Background: an optimization exercise with open tools, aiming at small area. Do not read the settings as production practice. The RTL was checked by simulation tests, not by an equivalence proof against the original design. No activity file was given, so power comes from the tool's default toggle rates.

==> inputs of build 71 <==
## filter_fir
module filter_fir(input clk, input rst, input signed [15:0] din, output signed [15:0] dout);
  reg [15:0] d0;
  reg [15:0] d1;
  reg [15:0] d2;
  reg [15:0] d3;
  reg [15:0] d4;
  reg [15:0] d5;
  reg [15:0] d6;
  reg [2:0] cnt;
  reg [15:0] w0;   
  reg [15:0] w1;   
  reg [15:0] w2;   
  reg [15:0] w3;   
  reg [15:0] w4;   
  reg [15:0] w5;   
  reg [15:0] w6;   
  reg [15:0] w7;   
  reg [15:0] w8;   
  reg [15:0] w9;   
  reg [15:0] w10;   
  reg [15:0] w11;   
  reg [15:0] w12;   
  reg [15:0] w13;   
  reg [15:0] w14;   
  reg [15:0] w15;   
  reg [15:0] w16;   
  reg [15:0] w17;   
  reg [15:0] w18;   
  reg [15:0] w19;   
  reg [15:0] w20;   
  reg [15:0] w21;   
  reg [15:0] w22;   
  reg [15:0] w23;   
  reg [15:0] w24;   
  reg [15:0] w25;   
  reg [15:0] w26;   
  reg [15:0] w27;   
  reg [15:0] w28;   
  reg [15:0] w29;   
  reg [15:0] w30;   
  reg [15:0] w31;   
  reg [15:0] w32;   
  reg [15:0] w33;   
  reg [15:0] w34;   
  reg [15:0] w35;   
  reg [15:0] w36;   
  reg [15:0] w37;   
  reg [15:0] w38;   
  reg [15:0] w39;   
  reg [15:0] w40;   
  reg [15:0] w41;   
  reg [15:0] w42;   
  reg [15:0] w43;   
  reg [15:0] w44;   
  reg [15:0] w45;   
  reg [15:0] w46;   
  reg [15:0] w47;   
  reg [15:0] w48;   
  reg [15:0] w49;   
  reg [15:0] w50;   
  reg [15:0] w51;   
  reg [15:0] w52;   
  ...
make LEC_CHECK=0 CAP_MARGIN=20 CORE_MARGIN=2 CORE_UTILIZATION=40 CTS_BUF_LIST=sky130_fd_sc_hd__clkbuf_4 CTS_CLUSTER_SIZE=30 SLEW_MARGIN=20 SYNTH_HIERARCHICAL=1 finish   # period 6.5 ns
run.sh (not shown) runs the stock make flow with config.mk's settings and CLKGATE_MAP_FILE= SYNTH_SCRIPT=/design/flow/synth_recipe.tcl, a recipe that flattens the netlist after the stock synthesis.
==> inputs of trial 67, as changes to build 71 <==
CTS_BUF_LIST = sky130_fd_sc_hd__clkbuf_2 sky130_fd_sc_hd__clkbuf_4 sky130_fd_sc_hd__clkbuf_8   (was sky130_fd_sc_hd__clkbuf_4)
CTS_CLUSTER_DIAMETER = 60   (was default)
CTS_CLUSTER_SIZE = 20   (was 30)
==> inputs of build 3, as changes to build 71 <==
CTS_BUF_LIST = default   (was sky130_fd_sc_hd__clkbuf_4)
CTS_CLUSTER_SIZE = default   (was 30)
==> qor summary <==
Critical path's largest stage delay: build 71 0.61 ns; trial 67 0.53 ns; build 3 0.52 ns
Combinational fraction of design power: build 71 0.423; trial 67 0.449; build 3 0.403
Worst-case clock skew: build 71 0.08331 ns; trial 67 0.06526 ns; build 3 0.03138 ns
Worst Slack Setup Final: build 71 0.6288 ns; trial 67 0.7014 ns; build 3 0.7140 ns
Routed via count: build 71 29780; trial 67 28170; build 3 28560
GR Util met3: build 71 0.04320; trial 67 0.03128; build 3 0.03568
Initial antenna violation count: build 71 2; trial 67 2; build 3 0
Number of fillers in the final layout: build 71 12530; trial 67 12520; build 3 12280
Slew at the pin with the worst max-slew slack: build 71 1.139 ns; trial 67 1.157 ns; build 3 1.139 ns
Status: build 71 no timing/DRC/antenna violations; trial 67 no timing/DRC/antenna violations; build 3 no timing/DRC/antenna violations
Leakage power: build 71 24.24 nW; trial 67 23.10 nW; build 3 24.12 nW
Buffer cell driving the clock tree root: build 71 clkbuf_4; trial 67 clkbuf_8; build 3 clkbuf_16
Final hold slack: build 71 0.2855 ns; trial 67 0.3260 ns; build 3 0.3163 ns
Max-slew headroom at the worst pin: build 71 0.2410; trial 67 0.2284; build 3 0.2403
Non-clk buf share: build 71 0.01011; trial 67 0.01036; build 3 0.01001
Proportion of total power due to net switching: build 71 0.3597; trial 67 0.3775; build 3 0.3430
Multi-input gate share of the layout cell area: build 71 0.4704; trial 67 0.4822; build 3 0.4658
Post-Layout Cell Count: build 71 6407; trial 67 6031; build 3 6075
Final core utilization: build 71 0.4519; trial 67 0.4408; build 3 0.4564
Int Pwr: build 71 16.74 mW; trial 67 15.28 mW; build 3 18.03 mW
Vias in the first global route: build 71 34300; trial 67 32190; build 3 32610

-- separate check: timing with driven ports --
No port has a modelled driver above. Below, the same layouts with a new extraction and two added sets of constraints. Step 1 assumes that a clkbuf_16 drives the clock port and a buf_2 every other input. Step 2 also shifts input and output timing later by t, the mid clock arrival at the registers, as if the neighbouring blocks saw the same clock. a / b / c = no drivers / after step 1 / after step 2; a / b = the first two.
| run | t (ns) | setup WS [ns] | hold slack, ns | slew at the worst register clock pin (ns) |
|---|---|---|---|---|
| build 71 | 1.283 | 0.629 / 0.629 / 0.629 | 0.286 / 0.286 / 0.286 | 0.08 / 0.08 |
| trial 67 | 0.919 | 0.701 / 0.701 / 0.701 | 0.326 / 0.326 / 0.326 | 0.12 / 0.12 |
| build 3 | 0.828 | 0.714 / 0.714 / 0.714 | 0.316 / 0.316 / 0.316 | 0.07 / 0.07 |
After both steps every run listed still meets setup and hold.
